Source: an optimization exercise on an open RTL-to-GDS flow (aim: small area and a short achievable clock period). Production flows keep margins and buffers that such runs may drop. At most, simulation tests tie the RTL to the original design; equivalence was not proved.

==> inputs of job 1668 <==
// ALU_TOP
module ALU_TOP #(parameter inWidth = 8,
                 parameter outWidth = 16)
(
    input wire [inWidth-1 : 0] A,B,
    input wire [3:0] ALU_FUN,
    input CLK, RST,
    output reg Arith_Enable,Logic_Enable,CMP_Enable,Shift_Enable,
    output wire [outWidth-1:0] Arith_OUT,
    output reg Carry_OUT,Arith_Flag,
    output wire [outWidth-1:0] Logic_OUT,
    output reg Logic_Flag,
    output wire [4-1:0] CMP_OUT,
    output reg CMP_Flag,
    output wire [outWidth-1:0] SHIFT_OUT,
    output reg SHIFT_Flag
);
==> flow/config.mk <==
export PLATFORM = sky130hd
export DESIGN_NAME = ALU_TOP
export DESIGN_NICKNAME = ALU_TOP
export VERILOG_FILES = /design/flow/design.v
export SDC_FILE = /design/flow/constraint.sdc
export NUM_CORES = 4
export LEC_CHECK = 0
export ABC_AREA = 1
export CAP_MARGIN = 20
export CORE_AREA = 10 10 170 170
export CTS_BUF_LIST = sky130_fd_sc_hd__clkbuf_2 sky130_fd_sc_hd__clkbuf_4 sky130_fd_sc_hd__clkbuf_8
export DIE_AREA = 0 0 180 180
export SLEW_MARGIN = 20
==> flow/constraint.sdc <==
create_clock -name core_clock -period 32.0 [get_ports {CLK}]
set_input_delay 6.4000 -clock core_clock [delete_from_list [all_inputs] [get_ports {CLK}]]
set_output_delay 6.4000 -clock core_clock [all_outputs]
set_load 0.01 [all_outputs]
standard.sh (not shown) runs the stock make flow with config.mk's settings and CLKGATE_MAP_FILE= SYNTH_SCRIPT=/design/flow/synth_recipe.tcl, a recipe that flattens the netlist after the stock synthesis.
==> flow/flow/run.sh <==
#!/bin/bash
set -euo pipefail
here=$(cd "$(dirname "$0")" && pwd)
bash standard.sh ADDER_MAP_FILE= "SYNTH_SCRIPT=$here/synth.tcl" \
  "BUFFER_PORTS_ARGS=-buffer_cell sky130_fd_sc_hd__buf_1" finish > flow_make.log 2>&1
==> flow/flow/abc.script <==
strash
&get -n
&deepsyn -T 20
&put
dch
map -B 0.9
topo
stime -c
upsize -c
dnsize -c
==> flow/flow/synth.tcl <==
proc synth {args} { yosys synth -nofsm -noshare {*}$args }
set ::flow_abc_script [file join [file dirname [file normalize [info script]]] abc.script]
proc abc {args} {
  set i [lsearch -exact $args -script]
  if {$i >= 0} {
    lset args [expr {$i + 1}] $::flow_abc_script
  }
  yosys abc {*}$args
}
source $::env(SCRIPTS_DIR)/synth.tcl
# left out here: clear keep_hierarchy, flatten, clean up, hide names made inside functions, write 1_2_yosys.v
==> job 8745: changes against job 1668 <==
--- a/flow/design.v
+++ b/flow/design.v
@@ -180,20 +180,12 @@
     FA u113 (.a(c77), .b(s79), .c(pp7_4), .s(s111), .co(c112));
     FA u116 (.a(c80), .b(s82), .c(pp7_5), .s(s114), .co(c115));
     FA u119 (.a(c83), .b(pp6_7), .c(pp7_6), .s(s117), .co(c118));
     wire [15:0] x = {1'b1, c118, c115, c112, c109, c106, c103, c100, c97, c94, c91, c88, c86, s85, pp0_1, pp0_0};
     wire [15:0] y = {1'b1, pp7_7, s117, s114, s111, s108, s105, s102, s99, s96, s93, s90, s87, pp2_0, pp1_0, 1'b1};
-    wire [16:0] fc;
-    wire [15:0] ns;
-    assign fc[0] = 1'b1;
-    genvar k;
-    generate
-        for (k = 0; k < 16; k = k + 1) begin : cpa
-            FA fa (.a(x[k]), .b(y[k]), .c(fc[k]), .s(ns[k]), .co(fc[k+1]));
-        end
-    endgenerate
-    assign P = ~ns;
+    wire [16:0] t = {x, 1'b1} + {y, 1'b1};
+    assign P = ~t[16:1];
 endmodule
 module DIV8 (
     input  wire [7:0] A, B,
     output wire [7:0] Q
 );
==> flow/flow/run.sh (replaced) <==
#!/bin/bash
set -euo pipefail
bash standard.sh "BUFFER_PORTS_ARGS=-buffer_cell sky130_fd_sc_hd__buf_1" SETUP_SLACK_MARGIN=20.5 SETUP_MOVE_SEQUENCE=sizeup,swap finish > flow_make.log 2>&1
removed: flow/flow/abc.script
removed: flow/flow/synth.tcl
==> job 6614: changes against job 1668 <==
==> flow/flow/abc.script (replaced) <==
strash
&get -n
&deepsyn -T 20
&put
dch
map -B 0.9
topo
stime -c
buffer -c
upsize -c
dnsize -c
CORE_AREA = default   (was 10 10 170 170)
CORE_MARGIN = 2   (was default)
CORE_UTILIZATION = 70   (was default)
DIE_AREA = default   (was 0 0 180 180)
PLACE_DENSITY = 0.9   (was default)
==> metrics.cfg <==
[placement]
dp_slack_ns=21.53

[final_layout]
multi_input_comb_area_sq_um=4174

[status]
result_of_the_run=complete, no violations

[routing]
drt-wirelength-per-cell_um=15.96

[floorplan]
die_height_um=96.40

[sta]
final_period_minus_worst_setup_slack_ns=10.28

[grt]
grt_util_met3_pct=6.051

The numbers above come from job 6614.

==> metrics.cfg <==
[status]
result_of_the_run=complete, no violations

[final_layout]
multi_input_comb_area_sq_um=4187

[sta]
final_period_minus_worst_setup_slack_ns=10.21

[floorplan]
die_height_um=180

[grt]
grt_util_met3_pct=1.968

The numbers above come from job 1668.

==> metrics.cfg <==
[routing]
drt-wirelength-per-cell_um=16.29
drt_iter0_drcs=487

[final_layout]
multi_input_comb_area_sq_um=5413

[status]
result_of_the_run=complete, no violations

[grt]
grt_util_met3_pct=1.667

[placement]
dp_slack_ns=19.00

[floorplan]
floorplan.die.width_um=180

[clock_tree]
tritoncts.num_buffers=5

The numbers above come from job 8745.

For job 8745, only the layout was checked, not whether the RTL still works.

-- afterwards: timing with drivers on the ports --
How much do the figures lean on ideal ports? The routed layouts below were timed once more, with nothing changed but the port constraints.
Step 1 sets driving cells, clkbuf_16 on the clock port and buf_2 on the other inputs (assumed; they add their load-dependent delay and slew).
Step 2 times the ports against the registers' clock, not the clock port: input delays grow and output delays shrink by t, the midpoint of the rising clock arrivals with the driver on.
Slacks: no drivers / after step 1 / after step 2; pairs: no drivers / after step 1.
| run | t, ns | setup slack, ns | worst data-port slew with drivers (ns) |
|---|---|---|---|
| job 1668 | 0.336 | 21.787 / 21.792 / 21.457 | 0.05 |
| job 8745 | 0.343 | 20.128 / 20.121 / 19.778 | 0.06 |
| job 6614 | 0.333 | 21.722 / 21.723 / 21.390 | 0.04 |
After both steps every run listed still meets setup and hold. For job 8745, which loses most, drivers alone change the setup slack by -0.007 ns; drivers and shift together by -0.350 ns.
